This is an optimization exercise on Yosys and OpenROAD, whose aim is small area and a short achievable clock period, not a production implementation.
No functional check of the RTL was part of this run.
Power figures rest on the tool's default switching activity, not on a simulated workload.

### config.mk
export PLATFORM = sky130hd
export DESIGN_NAME = arbiter_rr
export DESIGN_NICKNAME = arbiter_rr
export VERILOG_FILES = /design/flow/design.v
export SDC_FILE = /design/flow/constraint.sdc
export NUM_CORES = 4
export LEC_CHECK = 0
export CAP_MARGIN = 20
export CORE_MARGIN = 2
export CORE_UTILIZATION = 40
export SETUP_SLACK_MARGIN = 0.3
export SLEW_MARGIN = 20
export SYNTH_HIERARCHICAL = 1
export SYNTH_MINIMUM_KEEP_SIZE = 0
### constraint.sdc
create_clock -name core_clock -period 6.5 [get_ports {clk}]
set_input_delay 1.3000 -clock core_clock [delete_from_list [all_inputs] [get_ports {clk}]]
set_output_delay 1.3000 -clock core_clock [all_outputs]
set_load 0.01 [all_outputs]
### design.v
module arb_a21o (input a1, a2, b1, output y);
    assign y = a1 & a2 | b1;
endmodule
module arb_a21oi (input a1, a2, b1, output y);
    assign y = ~(a1 & a2 | b1);
endmodule
module arb_a22oi (input a1, a2, b1, b2, output y);
    assign y = ~(a1 & a2 | b1 & b2);
endmodule
module arb_a32o (input a1, a2, a3, b1, b2, output y);
    assign y = a1 & a2 & a3 | b1 & b2;
endmodule
module arb_a41oi (input a1, a2, a3, a4, b1, output y);
    assign y = ~(a1 & a2 & a3 & a4 | b1);
endmodule
module arb_and2 (input a, b, output y);
    assign y = a & b;
endmodule
module arb_and3 (input a, b, c, output y);
    assign y = a & b & c;
endmodule
module arb_and3b (input an, b, c, output y);
    assign y = ~an & b & c;
endmodule
module arb_and4 (input a, b, c, d, output y);
    assign y = a & b & c & d;
endmodule
module arb_and4b (input an, b, c, d, output y);
    assign y = ~an & b & c & d;
endmodule
module arb_inv (input a, output y);
    assign y = ~a;
endmodule
module arb_nand2 (input a, b, output y);
    assign y = ~(a & b);
endmodule
module arb_nand2b (input an, b, output y);
    assign y = ~(~an & b);
endmodule
module arb_nand3 (input a, b, c, output y);
    assign y = ~(a & b & c);
endmodule
module arb_nand4 (input a, b, c, d, output y);
    assign y = ~(a & b & c & d);
endmodule
module arb_nand4b (input an, b, c, d, output y);
    assign y = ~(~an & b & c & d);
endmodule
module arb_nor2 (input a, b, output y);
    assign y = ~(a | b);
endmodule
module arb_nor2b (input a, bn, output y);
    assign y = ~a & bn;
endmodule
module arb_nor3 (input a, b, c, output y);
    assign y = ~(a | b | c);
endmodule
module arb_nor4 (input a, b, c, d, output y);
    assign y = ~(a | b | c | d);
endmodule
module arb_o21a (input a1, a2, b1, output y);
    assign y = (a1 | a2) & b1;
endmodule
module arb_o21ai (input a1, a2, b1, output y);
    assign y = ~((a1 | a2) & b1);
endmodule
module arb_or2 (input a, b, output y);
    assign y = a | b;
endmodule
module arb_or3 (input a, b, c, output y);
    assign y = a | b | c;
endmodule
module arbiter_rr #(
    parameter WIDTH = 64
)(
    input               clk,
    input               rst,
    input   [WIDTH-1:0] req,
    output  [WIDTH-1:0] grant
);
    reg  [5:0] k;
    wire [5:0] kn;
    wire a0;
    wire a1;
    wire a2;
    wire a3;
    wire a4;
    wire a5;
    wire a6;
    wire a7;
    wire cw1_a;
    wire cw1_b;
    wire cw2_a;
    wire cw2_b;
    wire cw3_a;
    wire cw3_b;
    wire cw4_a;
    wire cw4_b;
    wire cw5_a;
    wire cw5_b;
    wire cw6_a;
    wire cw6_b;
    wire cw7_a;
    wire cw7_b;
    wire eq0;
    wire eq1;
    wire eq2;
    wire eq3;
    wire eq4;
    wire eq5;
    wire eq6;
    wire eq7;
    wire gt2;
    wire gt3;
    wire gt5;
    wire gt6;
    wire gt7;
    wire hap;
    wire kk2;
    wire kk3;
    wire kk4;
    wire kk5;
    wire kk6;
    wire kk7;
    wire m12;
    wire m34;
    wire m56;
    wire na03;
    wire na47;
    wire nag1;
    wire nag2;
    wire nag3;
    wire nag4;
    wire nag5;
    wire nag6;
    wire nag7;
    wire nanyg;
    wire nanyg_n;
    wire nar;
    wire nkr0;
    wire nkr1;
    wire nkr2;
    wire npa1;
    wire npa2;
    wire npa3;
    wire npa4;
    wire npa5;
    wire npa6;
    wire npa7;
    wire npg3;
    wire npg4;
    wire npg5;
    wire npg6;
    wire npg7;
    wire nrw1;
    wire nrw2;
    wire nrw3;
    wire nrw4;
    wire nrw5;
    wire nrw6;
    wire nrw7;
    wire ntl1;
    wire ntl2;
    wire ntl3;
    wire ntl5;
    wire ntl6;
    wire ntl7;
    wire nu1;
    wire nu2;
    wire nu3;
    wire nu4;
    wire nu5;
    wire nu6;
    wire nu7;
    wire nz0;
    wire nz1;
    wire nz2;
    wire nz3;
    wire nz4;
    wire nz5;
    wire nz6;
    wire nz7;
    wire pa4;
    wire px1_0;
    wire px1_1;
    wire px1_2;
    wire px1_3;
    wire px2_0;
    wire px2_1;
    wire px2_2;
    wire px2_3;
    wire px3_0;
    wire px3_1;
    wire px3_2;
    wire px3_3;
    wire px4_0;
    wire px4_1;
    wire px4_2;
    wire px4_3;
    wire px5_0;
    wire px5_1;
    wire px5_2;
    wire px5_3;
    wire px6_0;
    wire px6_1;
    wire px6_2;
    wire px6_3;
    wire px7_0;
    wire px7_1;
    wire px7_2;
    wire px7_3;
    wire r0_n23;
    wire r0_n45;
    wire r0_n67;
    wire r0_nl1;
    wire r0_nl2;
    wire r0_nl3;
    wire r0_nl4;
    wire r0_nl5;
    wire r0_nl6;
    wire r0_nl7;
    wire r0_o4;
    wire r1_n23;
    wire r1_n45;
    wire r1_n67;
    wire r1_nl1;
    wire r1_nl2;
    wire r1_nl3;
    wire r1_nl4;
    wire r1_nl5;
    wire r1_nl6;
    wire r1_nl7;
    wire r1_o4;
    wire r2_n23;
    wire r2_n45;
    wire r2_n67;
    wire r2_nl1;
    wire r2_nl2;
    wire r2_nl3;
    wire r2_nl4;
    wire r2_nl5;
    wire r2_nl6;
    wire r2_nl7;
    wire r2_o4;
    wire r3_n23;
    wire r3_n45;
    wire r3_n67;
    wire r3_nl1;
    wire r3_nl2;
    wire r3_nl3;
    wire r3_nl4;
    wire r3_nl5;
    wire r3_nl6;
    wire r3_nl7;
    wire r3_o4;
    wire r4_n23;
    wire r4_n45;
    wire r4_n67;
    wire r4_nl1;
    wire r4_nl2;
    wire r4_nl3;
    wire r4_nl4;
    wire r4_nl5;
    wire r4_nl6;
    wire r4_nl7;
    wire r4_o4;
    wire r5_n23;
    wire r5_n45;
    wire r5_n67;
    wire r5_nl1;
    wire r5_nl2;
    wire r5_nl3;
    wire r5_nl4;
    wire r5_nl5;
    wire r5_nl6;
    wire r5_nl7;
    wire r5_o4;
    wire r6_n23;
    wire r6_n45;
    wire r6_n67;
    wire r6_nl1;
    wire r6_nl2;
    wire r6_nl3;
    wire r6_nl4;
    wire r6_nl5;
    wire r6_nl6;
    wire r6_nl7;
    wire r6_o4;
    wire r7_n23;
    wire r7_n45;
    wire r7_n67;
    wire r7_nl1;
    wire r7_nl2;
    wire r7_nl3;
    wire r7_nl4;
    wire r7_nl5;
    wire r7_nl6;
    wire r7_nl7;
    wire r7_o4;
    wire rh1;
    wire rh2;
    wire rh3;
    wire rh4;
    wire rh5;
    wire rh6;
    wire rh7;
    wire s12;
    wire s123;
    wire s1234;
    wire s34;
    wire s45;
    wire s456;
    wire s567;
    wire sp2;
    wire sp3;
    wire sp4;
    wire sp5;
    wire sp6;
    wire sp7;
    wire t23;
    wire wc0;
    wire wc0_a;
    wire wc0_b;
    wire wc1;
    wire wc1_a;
    wire wc1_b;
    wire wc2;
    wire wc2_a;
    wire wc2_b;
    wire wr0;
    wire wr1;
    wire wr2;
    arb_inv u1 (.a(k[3]), .y(nkr0));
    arb_inv u2 (.a(k[4]), .y(nkr1));
    arb_inv u3 (.a(k[5]), .y(nkr2));
    arb_nor3 u4 (.a(k[5]), .b(k[4]), .c(k[3]), .y(eq0));
    arb_nor3 u5 (.a(k[5]), .b(k[4]), .c(nkr0), .y(eq1));
    arb_nor3 u6 (.a(k[5]), .b(nkr1), .c(k[3]), .y(eq2));
    arb_nor3 u7 (.a(k[5]), .b(nkr1), .c(nkr0), .y(eq3));
    arb_nor3 u8 (.a(nkr2), .b(k[4]), .c(k[3]), .y(eq4));
    arb_nor3 u9 (.a(nkr2), .b(k[4]), .c(nkr0), .y(eq5));
    arb_nor3 u10 (.a(nkr2), .b(nkr1), .c(k[3]), .y(eq6));
    arb_nor3 u11 (.a(nkr2), .b(nkr1), .c(nkr0), .y(eq7));
    arb_nor2 u12 (.a(k[5]), .b(k[4]), .y(gt2));
    arb_a21oi u13 (.a1(k[4]), .a2(k[3]), .b1(k[5]), .y(gt3));
    arb_o21ai u14 (.a1(k[4]), .a2(k[3]), .b1(k[5]), .y(gt5));
    arb_nand2 u15 (.a(k[5]), .b(k[4]), .y(gt6));
    arb_nand3 u16 (.a(k[5]), .b(k[4]), .c(k[3]), .y(gt7));
    arb_or3 u17 (.a(k[2]), .b(k[1]), .c(k[0]), .y(ntl1));
    arb_or2 u18 (.a(k[2]), .b(k[1]), .y(ntl2));
    arb_a21o u19 (.a1(k[1]), .a2(k[0]), .b1(k[2]), .y(ntl3));
    arb_o21a u20 (.a1(k[1]), .a2(k[0]), .b1(k[2]), .y(ntl5));
    arb_and2 u21 (.a(k[2]), .b(k[1]), .y(ntl6));
    arb_and3 u22 (.a(k[2]), .b(k[1]), .c(k[0]), .y(ntl7));
    arb_inv u23 (.a(req[0]), .y(r0_nl1));
    arb_nor2 u24 (.a(req[0]), .b(req[1]), .y(r0_nl2));
    arb_nor3 u25 (.a(req[0]), .b(req[1]), .c(req[2]), .y(r0_nl3));
    arb_nor2 u26 (.a(req[2]), .b(req[3]), .y(r0_n23));
    arb_nand2 u27 (.a(r0_nl2), .b(r0_n23), .y(r0_o4));
    arb_inv u28 (.a(r0_o4), .y(r0_nl4));
    arb_nor2 u29 (.a(r0_o4), .b(req[4]), .y(r0_nl5));
    arb_nor3 u30 (.a(r0_o4), .b(req[4]), .c(req[5]), .y(r0_nl6));
    arb_nor4 u31 (.a(r0_o4), .b(req[4]), .c(req[5]), .d(req[6]), .y(r0_nl7));
    arb_nor2 u32 (.a(req[4]), .b(req[5]), .y(r0_n45));
    arb_nor2 u33 (.a(req[6]), .b(req[7]), .y(r0_n67));
    arb_nand4 u34 (.a(r0_nl2), .b(r0_n23), .c(r0_n45), .d(r0_n67), .y(a0));
    arb_inv u35 (.a(req[8]), .y(r1_nl1));
    arb_nor2 u36 (.a(req[8]), .b(req[9]), .y(r1_nl2));
    arb_nor3 u37 (.a(req[8]), .b(req[9]), .c(req[10]), .y(r1_nl3));
    arb_nor2 u38 (.a(req[10]), .b(req[11]), .y(r1_n23));
    arb_nand2 u39 (.a(r1_nl2), .b(r1_n23), .y(r1_o4));
    arb_inv u40 (.a(r1_o4), .y(r1_nl4));
    arb_nor2 u41 (.a(r1_o4), .b(req[12]), .y(r1_nl5));
    arb_nor3 u42 (.a(r1_o4), .b(req[12]), .c(req[13]), .y(r1_nl6));
    arb_nor4 u43 (.a(r1_o4), .b(req[12]), .c(req[13]), .d(req[14]), .y(r1_nl7));
    arb_nor2 u44 (.a(req[12]), .b(req[13]), .y(r1_n45));
    arb_nor2 u45 (.a(req[14]), .b(req[15]), .y(r1_n67));
    arb_nand4 u46 (.a(r1_nl2), .b(r1_n23), .c(r1_n45), .d(r1_n67), .y(a1));
    arb_inv u47 (.a(req[16]), .y(r2_nl1));
    arb_nor2 u48 (.a(req[16]), .b(req[17]), .y(r2_nl2));
    arb_nor3 u49 (.a(req[16]), .b(req[17]), .c(req[18]), .y(r2_nl3));
    arb_nor2 u50 (.a(req[18]), .b(req[19]), .y(r2_n23));
    arb_nand2 u51 (.a(r2_nl2), .b(r2_n23), .y(r2_o4));
    arb_inv u52 (.a(r2_o4), .y(r2_nl4));
    arb_nor2 u53 (.a(r2_o4), .b(req[20]), .y(r2_nl5));
    arb_nor3 u54 (.a(r2_o4), .b(req[20]), .c(req[21]), .y(r2_nl6));
    arb_nor4 u55 (.a(r2_o4), .b(req[20]), .c(req[21]), .d(req[22]), .y(r2_nl7));
    arb_nor2 u56 (.a(req[20]), .b(req[21]), .y(r2_n45));
    arb_nor2 u57 (.a(req[22]), .b(req[23]), .y(r2_n67));
    arb_nand4 u58 (.a(r2_nl2), .b(r2_n23), .c(r2_n45), .d(r2_n67), .y(a2));
    arb_inv u59 (.a(req[24]), .y(r3_nl1));
    arb_nor2 u60 (.a(req[24]), .b(req[25]), .y(r3_nl2));
    arb_nor3 u61 (.a(req[24]), .b(req[25]), .c(req[26]), .y(r3_nl3));
    arb_nor2 u62 (.a(req[26]), .b(req[27]), .y(r3_n23));
    arb_nand2 u63 (.a(r3_nl2), .b(r3_n23), .y(r3_o4));
    arb_inv u64 (.a(r3_o4), .y(r3_nl4));
    arb_nor2 u65 (.a(r3_o4), .b(req[28]), .y(r3_nl5));
    arb_nor3 u66 (.a(r3_o4), .b(req[28]), .c(req[29]), .y(r3_nl6));
    arb_nor4 u67 (.a(r3_o4), .b(req[28]), .c(req[29]), .d(req[30]), .y(r3_nl7));
    arb_nor2 u68 (.a(req[28]), .b(req[29]), .y(r3_n45));
    arb_nor2 u69 (.a(req[30]), .b(req[31]), .y(r3_n67));
    arb_nand4 u70 (.a(r3_nl2), .b(r3_n23), .c(r3_n45), .d(r3_n67), .y(a3));
    arb_inv u71 (.a(req[32]), .y(r4_nl1));
    arb_nor2 u72 (.a(req[32]), .b(req[33]), .y(r4_nl2));
    arb_nor3 u73 (.a(req[32]), .b(req[33]), .c(req[34]), .y(r4_nl3));
    arb_nor2 u74 (.a(req[34]), .b(req[35]), .y(r4_n23));
    arb_nand2 u75 (.a(r4_nl2), .b(r4_n23), .y(r4_o4));
    arb_inv u76 (.a(r4_o4), .y(r4_nl4));
    arb_nor2 u77 (.a(r4_o4), .b(req[36]), .y(r4_nl5));
    arb_nor3 u78 (.a(r4_o4), .b(req[36]), .c(req[37]), .y(r4_nl6));
    arb_nor4 u79 (.a(r4_o4), .b(req[36]), .c(req[37]), .d(req[38]), .y(r4_nl7));
    arb_nor2 u80 (.a(req[36]), .b(req[37]), .y(r4_n45));
    arb_nor2 u81 (.a(req[38]), .b(req[39]), .y(r4_n67));
    arb_nand4 u82 (.a(r4_nl2), .b(r4_n23), .c(r4_n45), .d(r4_n67), .y(a4));
    arb_inv u83 (.a(req[40]), .y(r5_nl1));
    arb_nor2 u84 (.a(req[40]), .b(req[41]), .y(r5_nl2));
    arb_nor3 u85 (.a(req[40]), .b(req[41]), .c(req[42]), .y(r5_nl3));
    arb_nor2 u86 (.a(req[42]), .b(req[43]), .y(r5_n23));
    arb_nand2 u87 (.a(r5_nl2), .b(r5_n23), .y(r5_o4));
    arb_inv u88 (.a(r5_o4), .y(r5_nl4));
    arb_nor2 u89 (.a(r5_o4), .b(req[44]), .y(r5_nl5));
    arb_nor3 u90 (.a(r5_o4), .b(req[44]), .c(req[45]), .y(r5_nl6));
    arb_nor4 u91 (.a(r5_o4), .b(req[44]), .c(req[45]), .d(req[46]), .y(r5_nl7));
    arb_nor2 u92 (.a(req[44]), .b(req[45]), .y(r5_n45));
    arb_nor2 u93 (.a(req[46]), .b(req[47]), .y(r5_n67));
    arb_nand4 u94 (.a(r5_nl2), .b(r5_n23), .c(r5_n45), .d(r5_n67), .y(a5));
    arb_inv u95 (.a(req[48]), .y(r6_nl1));
    arb_nor2 u96 (.a(req[48]), .b(req[49]), .y(r6_nl2));
    arb_nor3 u97 (.a(req[48]), .b(req[49]), .c(req[50]), .y(r6_nl3));
    arb_nor2 u98 (.a(req[50]), .b(req[51]), .y(r6_n23));
    arb_nand2 u99 (.a(r6_nl2), .b(r6_n23), .y(r6_o4));
    arb_inv u100 (.a(r6_o4), .y(r6_nl4));
    arb_nor2 u101 (.a(r6_o4), .b(req[52]), .y(r6_nl5));
    arb_nor3 u102 (.a(r6_o4), .b(req[52]), .c(req[53]), .y(r6_nl6));
    arb_nor4 u103 (.a(r6_o4), .b(req[52]), .c(req[53]), .d(req[54]), .y(r6_nl7));
    arb_nor2 u104 (.a(req[52]), .b(req[53]), .y(r6_n45));
    arb_nor2 u105 (.a(req[54]), .b(req[55]), .y(r6_n67));
    arb_nand4 u106 (.a(r6_nl2), .b(r6_n23), .c(r6_n45), .d(r6_n67), .y(a6));
    arb_inv u107 (.a(req[56]), .y(r7_nl1));
    arb_nor2 u108 (.a(req[56]), .b(req[57]), .y(r7_nl2));
    arb_nor3 u109 (.a(req[56]), .b(req[57]), .c(req[58]), .y(r7_nl3));
    arb_nor2 u110 (.a(req[58]), .b(req[59]), .y(r7_n23));
    arb_nand2 u111 (.a(r7_nl2), .b(r7_n23), .y(r7_o4));
    arb_inv u112 (.a(r7_o4), .y(r7_nl4));
    arb_nor2 u113 (.a(r7_o4), .b(req[60]), .y(r7_nl5));
    arb_nor3 u114 (.a(r7_o4), .b(req[60]), .c(req[61]), .y(r7_nl6));
    arb_nor4 u115 (.a(r7_o4), .b(req[60]), .c(req[61]), .d(req[62]), .y(r7_nl7));
    arb_nor2 u116 (.a(req[60]), .b(req[61]), .y(r7_n45));
    arb_nor2 u117 (.a(req[62]), .b(req[63]), .y(r7_n67));
    arb_nand4 u118 (.a(r7_nl2), .b(r7_n23), .c(r7_n45), .d(r7_n67), .y(a7));
    arb_a22oi u119 (.a1(eq0), .a2(req[1]), .b1(eq1), .b2(req[9]), .y(px1_0));
    arb_a22oi u120 (.a1(eq2), .a2(req[17]), .b1(eq3), .b2(req[25]), .y(px1_1));
    arb_a22oi u121 (.a1(eq4), .a2(req[33]), .b1(eq5), .b2(req[41]), .y(px1_2));
    arb_a22oi u122 (.a1(eq6), .a2(req[49]), .b1(eq7), .b2(req[57]), .y(px1_3));
    arb_a41oi u123 (.a1(px1_0), .a2(px1_1), .a3(px1_2), .a4(px1_3), .b1(ntl1), .y(rh1));
    arb_a22oi u124 (.a1(eq0), .a2(req[2]), .b1(eq1), .b2(req[10]), .y(px2_0));
    arb_a22oi u125 (.a1(eq2), .a2(req[18]), .b1(eq3), .b2(req[26]), .y(px2_1));
    arb_a22oi u126 (.a1(eq4), .a2(req[34]), .b1(eq5), .b2(req[42]), .y(px2_2));
    arb_a22oi u127 (.a1(eq6), .a2(req[50]), .b1(eq7), .b2(req[58]), .y(px2_3));
    arb_a41oi u128 (.a1(px2_0), .a2(px2_1), .a3(px2_2), .a4(px2_3), .b1(ntl2), .y(rh2));
    arb_a22oi u129 (.a1(eq0), .a2(req[3]), .b1(eq1), .b2(req[11]), .y(px3_0));
    arb_a22oi u130 (.a1(eq2), .a2(req[19]), .b1(eq3), .b2(req[27]), .y(px3_1));
    arb_a22oi u131 (.a1(eq4), .a2(req[35]), .b1(eq5), .b2(req[43]), .y(px3_2));
    arb_a22oi u132 (.a1(eq6), .a2(req[51]), .b1(eq7), .b2(req[59]), .y(px3_3));
    arb_a41oi u133 (.a1(px3_0), .a2(px3_1), .a3(px3_2), .a4(px3_3), .b1(ntl3), .y(rh3));
    arb_a22oi u134 (.a1(eq0), .a2(req[4]), .b1(eq1), .b2(req[12]), .y(px4_0));
    arb_a22oi u135 (.a1(eq2), .a2(req[20]), .b1(eq3), .b2(req[28]), .y(px4_1));
    arb_a22oi u136 (.a1(eq4), .a2(req[36]), .b1(eq5), .b2(req[44]), .y(px4_2));
    arb_a22oi u137 (.a1(eq6), .a2(req[52]), .b1(eq7), .b2(req[60]), .y(px4_3));
    arb_a41oi u138 (.a1(px4_0), .a2(px4_1), .a3(px4_2), .a4(px4_3), .b1(k[2]), .y(rh4));
    arb_a22oi u139 (.a1(eq0), .a2(req[5]), .b1(eq1), .b2(req[13]), .y(px5_0));
    arb_a22oi u140 (.a1(eq2), .a2(req[21]), .b1(eq3), .b2(req[29]), .y(px5_1));
    arb_a22oi u141 (.a1(eq4), .a2(req[37]), .b1(eq5), .b2(req[45]), .y(px5_2));
    arb_a22oi u142 (.a1(eq6), .a2(req[53]), .b1(eq7), .b2(req[61]), .y(px5_3));
    arb_a41oi u143 (.a1(px5_0), .a2(px5_1), .a3(px5_2), .a4(px5_3), .b1(ntl5), .y(rh5));
    arb_a22oi u144 (.a1(eq0), .a2(req[6]), .b1(eq1), .b2(req[14]), .y(px6_0));
    arb_a22oi u145 (.a1(eq2), .a2(req[22]), .b1(eq3), .b2(req[30]), .y(px6_1));
    arb_a22oi u146 (.a1(eq4), .a2(req[38]), .b1(eq5), .b2(req[46]), .y(px6_2));
    arb_a22oi u147 (.a1(eq6), .a2(req[54]), .b1(eq7), .b2(req[62]), .y(px6_3));
    arb_a41oi u148 (.a1(px6_0), .a2(px6_1), .a3(px6_2), .a4(px6_3), .b1(ntl6), .y(rh6));
    arb_a22oi u149 (.a1(eq0), .a2(req[7]), .b1(eq1), .b2(req[15]), .y(px7_0));
    arb_a22oi u150 (.a1(eq2), .a2(req[23]), .b1(eq3), .b2(req[31]), .y(px7_1));
    arb_a22oi u151 (.a1(eq4), .a2(req[39]), .b1(eq5), .b2(req[47]), .y(px7_2));
    arb_a22oi u152 (.a1(eq6), .a2(req[55]), .b1(eq7), .b2(req[63]), .y(px7_3));
    arb_a41oi u153 (.a1(px7_0), .a2(px7_1), .a3(px7_2), .a4(px7_3), .b1(ntl7), .y(rh7));
    arb_nor2 u154 (.a(rh1), .b(rh2), .y(m12));
    arb_nor2 u155 (.a(rh3), .b(rh4), .y(m34));
    arb_nor2 u156 (.a(rh5), .b(rh6), .y(m56));
    arb_nor2b u157 (.a(rh1), .bn(rh2), .y(sp2));
    arb_and2 u158 (.a(rh3), .b(m12), .y(sp3));
    arb_and3b u159 (.an(rh3), .b(rh4), .c(m12), .y(sp4));
    arb_and3 u160 (.a(rh5), .b(m12), .c(m34), .y(sp5));
    arb_and4b u161 (.an(rh5), .b(rh6), .c(m12), .d(m34), .y(sp6));
    arb_and4 u162 (.a(rh7), .b(m12), .c(m34), .d(m56), .y(sp7));
    arb_nand4b u163 (.an(rh7), .b(m12), .c(m34), .d(m56), .y(hap));
    arb_nand2 u164 (.a(a1), .b(eq0), .y(nag1));
    arb_nand2 u165 (.a(a2), .b(gt2), .y(nag2));
    arb_nand2 u166 (.a(a3), .b(gt3), .y(nag3));
    arb_nand2 u167 (.a(a4), .b(nkr2), .y(nag4));
    arb_nand2 u168 (.a(a5), .b(gt5), .y(nag5));
    arb_nand2 u169 (.a(a6), .b(gt6), .y(nag6));
    arb_nand2 u170 (.a(a7), .b(gt7), .y(nag7));
    arb_nand2 u171 (.a(nag1), .b(nag2), .y(s12));
    arb_nand3 u172 (.a(nag1), .b(nag2), .c(nag3), .y(s123));
    arb_nand2 u173 (.a(nag3), .b(nag4), .y(s34));
    arb_nand2 u174 (.a(nag4), .b(nag5), .y(s45));
    arb_nand3 u175 (.a(nag4), .b(nag5), .c(nag6), .y(s456));
    arb_nand4 u176 (.a(nag1), .b(nag2), .c(nag3), .d(nag4), .y(s1234));
    arb_nand3 u177 (.a(nag5), .b(nag6), .c(nag7), .y(s567));
    arb_inv u178 (.a(s12), .y(npg3));
    arb_inv u179 (.a(s123), .y(npg4));
    arb_nor2 u180 (.a(s12), .b(s34), .y(npg5));
    arb_nor2 u181 (.a(s123), .b(s45), .y(npg6));
    arb_nor2 u182 (.a(s123), .b(s456), .y(npg7));
    arb_nor2 u183 (.a(s1234), .b(s567), .y(nanyg));
    arb_inv u184 (.a(a0), .y(npa1));
    arb_nor2 u185 (.a(a0), .b(a1), .y(npa2));
    arb_nor3 u186 (.a(a0), .b(a1), .c(a2), .y(npa3));
    arb_nor2 u187 (.a(a2), .b(a3), .y(t23));
    arb_nand2 u188 (.a(npa2), .b(t23), .y(pa4));
    arb_inv u189 (.a(pa4), .y(npa4));
    arb_nor2 u190 (.a(pa4), .b(a4), .y(npa5));
    arb_nor3 u191 (.a(pa4), .b(a4), .c(a5), .y(npa6));
    arb_nor4 u192 (.a(pa4), .b(a4), .c(a5), .d(a6), .y(npa7));
    arb_nor2 u193 (.a(hap), .b(nanyg_n), .y(nz0));
    arb_inv u194 (.a(nanyg), .y(nanyg_n));
    arb_a21oi u195 (.a1(nanyg), .a2(npa1), .b1(eq0), .y(nu1));
    arb_nor2 u196 (.a(hap), .b(nu1), .y(nz1));
    arb_a21oi u197 (.a1(nanyg), .a2(npa2), .b1(gt2), .y(nu2));
    arb_nand2b u198 (.an(nu2), .b(nag1), .y(kk2));
    arb_nor2 u199 (.a(hap), .b(kk2), .y(nz2));
    arb_a21oi u200 (.a1(nanyg), .a2(npa3), .b1(gt3), .y(nu3));
    arb_nand2b u201 (.an(nu3), .b(npg3), .y(kk3));
    arb_nor2 u202 (.a(hap), .b(kk3), .y(nz3));
    arb_a21oi u203 (.a1(nanyg), .a2(npa4), .b1(nkr2), .y(nu4));
    arb_nand2b u204 (.an(nu4), .b(npg4), .y(kk4));
    arb_nor2 u205 (.a(hap), .b(kk4), .y(nz4));
    arb_a21oi u206 (.a1(nanyg), .a2(npa5), .b1(gt5), .y(nu5));
    arb_nand2b u207 (.an(nu5), .b(npg5), .y(kk5));
    arb_nor2 u208 (.a(hap), .b(kk5), .y(nz5));
    arb_a21oi u209 (.a1(nanyg), .a2(npa6), .b1(gt6), .y(nu6));
    arb_nand2b u210 (.an(nu6), .b(npg6), .y(kk6));
    arb_nor2 u211 (.a(hap), .b(kk6), .y(nz6));
    arb_a21oi u212 (.a1(nanyg), .a2(npa7), .b1(gt7), .y(nu7));
    arb_nand2b u213 (.an(nu7), .b(npg7), .y(kk7));
    arb_nor2 u214 (.a(hap), .b(kk7), .y(nz7));
    arb_and2 u215 (.a(req[0]), .b(nz0), .y(grant[0]));
    arb_a32o u216 (.a1(req[1]), .a2(r0_nl1), .a3(nz0), .b1(eq0), .b2(rh1), .y(grant[1]));
    arb_a32o u217 (.a1(req[2]), .a2(r0_nl2), .a3(nz0), .b1(eq0), .b2(sp2), .y(grant[2]));
    arb_a32o u218 (.a1(req[3]), .a2(r0_nl3), .a3(nz0), .b1(eq0), .b2(sp3), .y(grant[3]));
    arb_a32o u219 (.a1(req[4]), .a2(r0_nl4), .a3(nz0), .b1(eq0), .b2(sp4), .y(grant[4]));
    arb_a32o u220 (.a1(req[5]), .a2(r0_nl5), .a3(nz0), .b1(eq0), .b2(sp5), .y(grant[5]));
    arb_a32o u221 (.a1(req[6]), .a2(r0_nl6), .a3(nz0), .b1(eq0), .b2(sp6), .y(grant[6]));
    arb_a32o u222 (.a1(req[7]), .a2(r0_nl7), .a3(nz0), .b1(eq0), .b2(sp7), .y(grant[7]));
    arb_and2 u223 (.a(req[8]), .b(nz1), .y(grant[8]));
    arb_a32o u224 (.a1(req[9]), .a2(r1_nl1), .a3(nz1), .b1(eq1), .b2(rh1), .y(grant[9]));
    arb_a32o u225 (.a1(req[10]), .a2(r1_nl2), .a3(nz1), .b1(eq1), .b2(sp2), .y(grant[10]));
    arb_a32o u226 (.a1(req[11]), .a2(r1_nl3), .a3(nz1), .b1(eq1), .b2(sp3), .y(grant[11]));
    arb_a32o u227 (.a1(req[12]), .a2(r1_nl4), .a3(nz1), .b1(eq1), .b2(sp4), .y(grant[12]));
    arb_a32o u228 (.a1(req[13]), .a2(r1_nl5), .a3(nz1), .b1(eq1), .b2(sp5), .y(grant[13]));
    arb_a32o u229 (.a1(req[14]), .a2(r1_nl6), .a3(nz1), .b1(eq1), .b2(sp6), .y(grant[14]));
    arb_a32o u230 (.a1(req[15]), .a2(r1_nl7), .a3(nz1), .b1(eq1), .b2(sp7), .y(grant[15]));
    arb_and2 u231 (.a(req[16]), .b(nz2), .y(grant[16]));
    arb_a32o u232 (.a1(req[17]), .a2(r2_nl1), .a3(nz2), .b1(eq2), .b2(rh1), .y(grant[17]));
    arb_a32o u233 (.a1(req[18]), .a2(r2_nl2), .a3(nz2), .b1(eq2), .b2(sp2), .y(grant[18]));
    arb_a32o u234 (.a1(req[19]), .a2(r2_nl3), .a3(nz2), .b1(eq2), .b2(sp3), .y(grant[19]));
    arb_a32o u235 (.a1(req[20]), .a2(r2_nl4), .a3(nz2), .b1(eq2), .b2(sp4), .y(grant[20]));
    arb_a32o u236 (.a1(req[21]), .a2(r2_nl5), .a3(nz2), .b1(eq2), .b2(sp5), .y(grant[21]));
    arb_a32o u237 (.a1(req[22]), .a2(r2_nl6), .a3(nz2), .b1(eq2), .b2(sp6), .y(grant[22]));
    arb_a32o u238 (.a1(req[23]), .a2(r2_nl7), .a3(nz2), .b1(eq2), .b2(sp7), .y(grant[23]));
    arb_and2 u239 (.a(req[24]), .b(nz3), .y(grant[24]));
    arb_a32o u240 (.a1(req[25]), .a2(r3_nl1), .a3(nz3), .b1(eq3), .b2(rh1), .y(grant[25]));
    arb_a32o u241 (.a1(req[26]), .a2(r3_nl2), .a3(nz3), .b1(eq3), .b2(sp2), .y(grant[26]));
    arb_a32o u242 (.a1(req[27]), .a2(r3_nl3), .a3(nz3), .b1(eq3), .b2(sp3), .y(grant[27]));
    arb_a32o u243 (.a1(req[28]), .a2(r3_nl4), .a3(nz3), .b1(eq3), .b2(sp4), .y(grant[28]));
    arb_a32o u244 (.a1(req[29]), .a2(r3_nl5), .a3(nz3), .b1(eq3), .b2(sp5), .y(grant[29]));
    arb_a32o u245 (.a1(req[30]), .a2(r3_nl6), .a3(nz3), .b1(eq3), .b2(sp6), .y(grant[30]));
    arb_a32o u246 (.a1(req[31]), .a2(r3_nl7), .a3(nz3), .b1(eq3), .b2(sp7), .y(grant[31]));
    arb_and2 u247 (.a(req[32]), .b(nz4), .y(grant[32]));
    arb_a32o u248 (.a1(req[33]), .a2(r4_nl1), .a3(nz4), .b1(eq4), .b2(rh1), .y(grant[33]));
    arb_a32o u249 (.a1(req[34]), .a2(r4_nl2), .a3(nz4), .b1(eq4), .b2(sp2), .y(grant[34]));
    arb_a32o u250 (.a1(req[35]), .a2(r4_nl3), .a3(nz4), .b1(eq4), .b2(sp3), .y(grant[35]));
    arb_a32o u251 (.a1(req[36]), .a2(r4_nl4), .a3(nz4), .b1(eq4), .b2(sp4), .y(grant[36]));
    arb_a32o u252 (.a1(req[37]), .a2(r4_nl5), .a3(nz4), .b1(eq4), .b2(sp5), .y(grant[37]));
    arb_a32o u253 (.a1(req[38]), .a2(r4_nl6), .a3(nz4), .b1(eq4), .b2(sp6), .y(grant[38]));
    arb_a32o u254 (.a1(req[39]), .a2(r4_nl7), .a3(nz4), .b1(eq4), .b2(sp7), .y(grant[39]));
    arb_and2 u255 (.a(req[40]), .b(nz5), .y(grant[40]));
    arb_a32o u256 (.a1(req[41]), .a2(r5_nl1), .a3(nz5), .b1(eq5), .b2(rh1), .y(grant[41]));
    arb_a32o u257 (.a1(req[42]), .a2(r5_nl2), .a3(nz5), .b1(eq5), .b2(sp2), .y(grant[42]));
    arb_a32o u258 (.a1(req[43]), .a2(r5_nl3), .a3(nz5), .b1(eq5), .b2(sp3), .y(grant[43]));
    arb_a32o u259 (.a1(req[44]), .a2(r5_nl4), .a3(nz5), .b1(eq5), .b2(sp4), .y(grant[44]));
    arb_a32o u260 (.a1(req[45]), .a2(r5_nl5), .a3(nz5), .b1(eq5), .b2(sp5), .y(grant[45]));
    arb_a32o u261 (.a1(req[46]), .a2(r5_nl6), .a3(nz5), .b1(eq5), .b2(sp6), .y(grant[46]));
    arb_a32o u262 (.a1(req[47]), .a2(r5_nl7), .a3(nz5), .b1(eq5), .b2(sp7), .y(grant[47]));
    arb_and2 u263 (.a(req[48]), .b(nz6), .y(grant[48]));
    arb_a32o u264 (.a1(req[49]), .a2(r6_nl1), .a3(nz6), .b1(eq6), .b2(rh1), .y(grant[49]));
    arb_a32o u265 (.a1(req[50]), .a2(r6_nl2), .a3(nz6), .b1(eq6), .b2(sp2), .y(grant[50]));
    arb_a32o u266 (.a1(req[51]), .a2(r6_nl3), .a3(nz6), .b1(eq6), .b2(sp3), .y(grant[51]));
    arb_a32o u267 (.a1(req[52]), .a2(r6_nl4), .a3(nz6), .b1(eq6), .b2(sp4), .y(grant[52]));
    arb_a32o u268 (.a1(req[53]), .a2(r6_nl5), .a3(nz6), .b1(eq6), .b2(sp5), .y(grant[53]));
    arb_a32o u269 (.a1(req[54]), .a2(r6_nl6), .a3(nz6), .b1(eq6), .b2(sp6), .y(grant[54]));
    arb_a32o u270 (.a1(req[55]), .a2(r6_nl7), .a3(nz6), .b1(eq6), .b2(sp7), .y(grant[55]));
    arb_and2 u271 (.a(req[56]), .b(nz7), .y(grant[56]));
    arb_a32o u272 (.a1(req[57]), .a2(r7_nl1), .a3(nz7), .b1(eq7), .b2(rh1), .y(grant[57]));
    arb_a32o u273 (.a1(req[58]), .a2(r7_nl2), .a3(nz7), .b1(eq7), .b2(sp2), .y(grant[58]));
    arb_a32o u274 (.a1(req[59]), .a2(r7_nl3), .a3(nz7), .b1(eq7), .b2(sp3), .y(grant[59]));
    arb_a32o u275 (.a1(req[60]), .a2(r7_nl4), .a3(nz7), .b1(eq7), .b2(sp4), .y(grant[60]));
    arb_a32o u276 (.a1(req[61]), .a2(r7_nl5), .a3(nz7), .b1(eq7), .b2(sp5), .y(grant[61]));
    arb_a32o u277 (.a1(req[62]), .a2(r7_nl6), .a3(nz7), .b1(eq7), .b2(sp6), .y(grant[62]));
    arb_a32o u278 (.a1(req[63]), .a2(r7_nl7), .a3(nz7), .b1(eq7), .b2(sp7), .y(grant[63]));
    arb_a22oi u279 (.a1(a1), .a2(nz1), .b1(eq1), .b2(hap), .y(nrw1));
    arb_a22oi u280 (.a1(a2), .a2(nz2), .b1(eq2), .b2(hap), .y(nrw2));
    arb_a22oi u281 (.a1(a3), .a2(nz3), .b1(eq3), .b2(hap), .y(nrw3));
    arb_a22oi u282 (.a1(a4), .a2(nz4), .b1(eq4), .b2(hap), .y(nrw4));
    arb_a22oi u283 (.a1(a5), .a2(nz5), .b1(eq5), .b2(hap), .y(nrw5));
    arb_a22oi u284 (.a1(a6), .a2(nz6), .b1(eq6), .b2(hap), .y(nrw6));
    arb_a22oi u285 (.a1(a7), .a2(nz7), .b1(eq7), .b2(hap), .y(nrw7));
    arb_nand4 u286 (.a(nrw1), .b(nrw3), .c(nrw5), .d(nrw7), .y(wr0));
    arb_nand4 u287 (.a(nrw2), .b(nrw3), .c(nrw6), .d(nrw7), .y(wr1));
    arb_nand4 u288 (.a(nrw4), .b(nrw5), .c(nrw6), .d(nrw7), .y(wr2));
    arb_nor4 u289 (.a(grant[1]), .b(grant[9]), .c(grant[17]), .d(grant[25]), .y(cw1_a));
    arb_nor4 u290 (.a(grant[33]), .b(grant[41]), .c(grant[49]), .d(grant[57]), .y(cw1_b));
    arb_nor4 u291 (.a(grant[2]), .b(grant[10]), .c(grant[18]), .d(grant[26]), .y(cw2_a));
    arb_nor4 u292 (.a(grant[34]), .b(grant[42]), .c(grant[50]), .d(grant[58]), .y(cw2_b));
    arb_nor4 u293 (.a(grant[3]), .b(grant[11]), .c(grant[19]), .d(grant[27]), .y(cw3_a));
    arb_nor4 u294 (.a(grant[35]), .b(grant[43]), .c(grant[51]), .d(grant[59]), .y(cw3_b));
    arb_nor4 u295 (.a(grant[4]), .b(grant[12]), .c(grant[20]), .d(grant[28]), .y(cw4_a));
    arb_nor4 u296 (.a(grant[36]), .b(grant[44]), .c(grant[52]), .d(grant[60]), .y(cw4_b));
    arb_nor4 u297 (.a(grant[5]), .b(grant[13]), .c(grant[21]), .d(grant[29]), .y(cw5_a));
    arb_nor4 u298 (.a(grant[37]), .b(grant[45]), .c(grant[53]), .d(grant[61]), .y(cw5_b));
    arb_nor4 u299 (.a(grant[6]), .b(grant[14]), .c(grant[22]), .d(grant[30]), .y(cw6_a));
    arb_nor4 u300 (.a(grant[38]), .b(grant[46]), .c(grant[54]), .d(grant[62]), .y(cw6_b));
    arb_nor4 u301 (.a(grant[7]), .b(grant[15]), .c(grant[23]), .d(grant[31]), .y(cw7_a));
    arb_nor4 u302 (.a(grant[39]), .b(grant[47]), .c(grant[55]), .d(grant[63]), .y(cw7_b));
    arb_nand4 u303 (.a(cw1_a), .b(cw1_b), .c(cw3_a), .d(cw3_b), .y(wc0_a));
    arb_nand4 u304 (.a(cw5_a), .b(cw5_b), .c(cw7_a), .d(cw7_b), .y(wc0_b));
    arb_or2 u305 (.a(wc0_a), .b(wc0_b), .y(wc0));
    arb_nand4 u306 (.a(cw2_a), .b(cw2_b), .c(cw3_a), .d(cw3_b), .y(wc1_a));
    arb_nand4 u307 (.a(cw6_a), .b(cw6_b), .c(cw7_a), .d(cw7_b), .y(wc1_b));
    arb_or2 u308 (.a(wc1_a), .b(wc1_b), .y(wc1));
    arb_nand4 u309 (.a(cw4_a), .b(cw4_b), .c(cw5_a), .d(cw5_b), .y(wc2_a));
    arb_nand4 u310 (.a(cw6_a), .b(cw6_b), .c(cw7_a), .d(cw7_b), .y(wc2_b));
    arb_or2 u311 (.a(wc2_a), .b(wc2_b), .y(wc2));
    arb_nor4 u312 (.a(a0), .b(a1), .c(a2), .d(a3), .y(na03));
    arb_nor4 u313 (.a(a4), .b(a5), .c(a6), .d(a7), .y(na47));
    arb_and2 u314 (.a(na03), .b(na47), .y(nar));
    arb_a21o u315 (.a1(nar), .a2(k[0]), .b1(wc0), .y(kn[0]));
    arb_a21o u316 (.a1(nar), .a2(k[3]), .b1(wr0), .y(kn[3]));
    arb_a21o u317 (.a1(nar), .a2(k[1]), .b1(wc1), .y(kn[1]));
    arb_a21o u318 (.a1(nar), .a2(k[4]), .b1(wr1), .y(kn[4]));
    arb_a21o u319 (.a1(nar), .a2(k[2]), .b1(wc2), .y(kn[2]));
    arb_a21o u320 (.a1(nar), .a2(k[5]), .b1(wr2), .y(kn[5]));
    always @(posedge clk or negedge rst) begin
        if (!rst)
            k <= 6'd63;
        else
            k <= kn;
    end
endmodule
### flow/run.sh
#!/bin/bash
# The standard layout, with three changes: the port buffers are the
# smallest buffer (buf_1) instead of the default; after floorplan every
# logic cell is set to its smallest drive strength (flow/downsize.tcl);
# after placement the cells on the critical paths are sized up again
# (flow/size.tcl).
set -euo pipefail
here=$(pwd)
export BUFFER_PORTS_ARGS="-buffer_cell sky130_fd_sc_hd__buf_1"
export POST_FLOORPLAN_TCL="$here/flow/downsize.tcl"
export POST_RESIZE_TCL="$here/flow/size.tcl"
bash standard.sh > "$here/flow_standard.log" 2>&1
### flow/downsize.tcl
# Hook run after floorplan: set every logic cell to its smallest drive
# strength where that is smaller. Synthesis maps each gate on its own and
# picks stronger cells than the loads need; flow/size.tcl then upsizes
# the cells that timing needs, once the cells are placed.
set db [ord::get_db]
set n 0
foreach inst [[ord::get_db_block] getInsts] {
  set master [$inst getMaster]
  set name [$master getName]
  if {[regexp {^(sky130_fd_sc_hd__[a-z0-9]+)_([0-9]+)$} $name -> base size] && $size > 1} {
    set small [$db findMaster ${base}_1]
    if {$small ne "NULL"
        && [$small getWidth] * [$small getHeight] < [$master getWidth] * [$master getHeight]} {
      $inst swapMaster $small
      incr n
    }
  }
}
puts "downsize: $n cells set to drive strength 1"
### flow/size.tcl
# Hook run after placement and its design repair: size cells up (no new
# buffers) on the paths that limit the clock period.
log_cmd repair_timing -setup -setup_margin 2.5 -sequence "sizeup,swap" -skip_last_gasp -verbose
### standard.sh
#!/bin/bash
# synth_recipe.tcl (not shown) runs the flow's synth.tcl, then flattens the netlist and writes it again
# the make line also repeats each setting of config.mk as NAME=value (left out here)
make -C /OpenROAD-flow-scripts/flow DESIGN_CONFIG=/design/flow/config.mk WORK_HOME=/design/flow/orfs CLKGATE_MAP_FILE= SYNTH_SCRIPT=/design/flow/synth_recipe.tcl "${@:-finish}"
==> results.txt <==
==> report_power, final <==
group,switching [uW],internal (uW)
logic,500,282
clock network,14.1,39.6
registers,39.5,73.8
==> metal layers <==
metal | vias up | track usage | routed length, microns
met2 | 306 | 0.434 | 4800
met1 | 1690 | 0.400 | 4530
met3 | 25 | 0.0269 | 1290
met5 | - | 0 | 0
met4 | 0 | 0.0563 | 184
li1 | 1659 | - | -
==> per-module statistics from Yosys, one instance, submodules excluded, a selection <==
module	times used	flops+latches
arb_a21oi	8	0
arb_and4b	1	0
arb_nor4	25	0
arb_and3	2	0
arb_and3b	1	0
arb_or2	4	0
==> cell usage in the layout, fill, tap and decap left out, drive strengths merged, types with 8 or more instances in the layout <==
cell type	Yosys	layout
a21oi	8	8
nor4	25	25
and2	11	11
buf	0	136
nand4	18	18
a22oi	35	35
nand2	20	20
a32o	56	56
nor3	26	26
inv	24	24
nor2	59	59
==> critical path: stages <==
cell and delay, ns:
buf_1 0.13, a22oi_1 0.26, a41oi_1 0.19, nor2_2 0.17, nand4b_1 0.72, nor2_2 0.67
a32o_1 0.30, buf_1 0.17
==> final cells by class <==
| cell class | count | area (sq um) |
|---|---|---|
| Clock buffer | 3 | 41.3 |
| Fill cell | 701 | 3440 |
| Tap cell | 77 | 96.3 |
| Inverter | 24 | 90.1 |
| Timing Repair Buffer | 138 | 604 |
| Multi-Input combinational cell | 296 | 2000 |
| Sequential cell | 6 | 158 |
==> kinds of logic after synthesis <==
| family | count (synthesis) | share of synthesized area |
|---|---|---|
| compound gates | 115 | 0.462 |
| buf+inv | 24 | 0.0334 |
| flops | 6 | 0.0584 |
| simple gates | 181 | 0.446 |
==> per-stage QoR <==
| step | instances | setup slack (ns) | total power [uW] | area [sq um] | util |
|---|---|---|---|---|---|
| 2_1_floorplan | 326 | 1.77 | 680 | 2700 | - |
| 3_3_place_gp | 541 | 1.26 | 819 | 2790 | 0.435 |
| 3_5_place_dp | 541 | 1.39 | 870 | 2940 | 0.458 |
| 4_1_cts | 544 | 1.37 | 928 | 2990 | 0.465 |
| 5_1_grt | 544 | 1.09 | 1010 | 2990 | 0.465 |
| 6_report | 544 | 1.28 | 950 | 2990 | 0.465 |
==> final timing paths <==
check / end / slack (ns)
setup / recovery: grant[60] / 1.28
hold / removal: k[1] / 0.56
setup reg to reg: k[0] / 2.01
hold reg to reg: k[1] / 0.56
max in group asynchronous: k[5] / 5.28
min in group asynchronous: k[1] / 1.19
==> impl_metrics.toml <==
[finish]
n_antenna_cell = 0
largest_register_ff_count = 6
largest_registers = "k x6"
num-nets-final = 535
layout-area-overhead-vs-synth_pct = 10.7
max_flop_register = "k"
post_route_cells_drive_above_1_share = 0.113

[floorplanning]
die_span_in_y_microns = 86.1
placeableCoreArea_sq_mm = 0.00642
floorplan.io_pins = 130
floorplan.die.width_microns = 86.1
start_util = 0.420
placement_rows = 29
die-area_sq_mm = 0.00742

[setup_path]
crit_arrival_ns = 3.92
cp_max_fo = 15
worstRegToRegCells = 13
wp_data_required_ns = 5.20
crit_start = "req[52]"
rr_startpoint = "k[5]"
critical_path_class = "input port to output port"
worst_setup_path_start_kind = "input port"
endpoint_kind = "output port"

[clock_network]
buffer_depth_of_the_longest_clock_path = 2
cts_tree = "done"
clk_pin_slew_ns = 0.03
cts_made_buffers = 3
h-tree-depth = 1
clock-root-buffer = "clkbuf_8"
ctsHoldBuffers = 0
latest_clock_arrival_within_the_worst_skew_pair_ns = 0.22
cts_resized = 0
cts_sinks = 6
cts_post_setup_buffers_inserted = 0

[timing]
tightest_slew_ns = 0.896
setup_viol_count_final = 0
worst_hold_slack_ns = 0.563
skew_ns = 0.00121
report.final.hold_viol_count = 0
finalWorstPathRequiredPeriod_ns = 5.22
clock.fmax_mhz = 191
max_slew_margin = 0.400
rsz0062_at_grt = "false"
fin_crit_sh = 0.804
timing.final.max_slew_violations = 0
totalNegativeSetupSlack_ns = 0

[yosys]
post_synth_inst_count = 326
synth_warnings = 7
netlist.area_leader.share = 0.208
post_synthesis_area_per_instance_sq_um = 8.27
mappedNetlistArea_sq_mm = 0.00270
synth-edff-count = 0
ys_dominant_reg_cell = "dfstp_2"
synth.area.top_cells = "a32o_1, a22oi_2, nor4_2"
async_reset_ff_frac = 1.00
synth-seq-area-share = 0.0584
most_instantiated_library_cell_after_synthesis = "nor2_1"
synth.largest_area_cell = "a32o_1"
ys_seq_elements = 6
netlist_top_cells_count = "nor2_1, a32o_1, a22oi_2, nor3_2, nor4_2"
synth_fp_nets = 392
ys_types = 25

[grt]
gr-usage-all-layers = 0.274
first_global_vias = 3164
globalRoute.totalOverflow = 0
grt_first_pass_wirelength_microns = 16500
grt_antenna_before_repair = 0
largest_net_degree_at_the_start_of_global_routing = 17

[power_and_ir_drop]
power.leakage_uw = 0.00107
worst_ir_drop_vdd_uv = 166
p_per_area_mw_per_mm2 = 318

[worst_hold_path]
hold_start = "k[1]"
min-delay-path-class = "flop to flop"
worstHoldPathCells = 1

[routing]
drtAntennaViolNets = 0
wire_per_inst_microns = 19.9
drc = 0
drt_first_pass_iters = 6
detail_route.vias_per_cell = 6.76
route.final.wire_length_microns = 10800
drt-initial-drc-count = 415
route.vias.total = 3680

[placed_design]
place.port_buffers = 129
hpwl_microns = 8710
final_weighted_congestion_in_routability_driven_placement = 0.964

[run]
cap_viol_max_count = 0

[status]
status = "complete, no violations"

## separate check: timing with driven ports
No port has a modelled driver above. Below, the same layout with a new extraction and two added sets of constraints.
Step 1 (the two cells are an assumption about what drives the block):
set clk [get_ports {clk}]
set_driving_cell -lib_cell sky130_fd_sc_hd__clkbuf_16 $clk
set_driving_cell -lib_cell sky130_fd_sc_hd__buf_2 [delete_from_list [all_inputs] $clk]
Step 2 adds t to the input delays and takes it off the output delays; t is the mean of the earliest and latest rising clock arrival at the registers after step 1. Input paths then give back, and output paths get back, about the clock's delay inside the block.
Three values: ideal, step 1, step 2; two values: the first two.
t, ns: 0.234
setup WS [ns]: 1.276 / 1.238 / 1.238
hold slack, ns: 0.563 / 0.563 / 0.563
After both steps setup and hold are still met in this run. For this run, drivers alone change the setup slack by -0.038 ns; drivers and shift together by -0.038 ns.
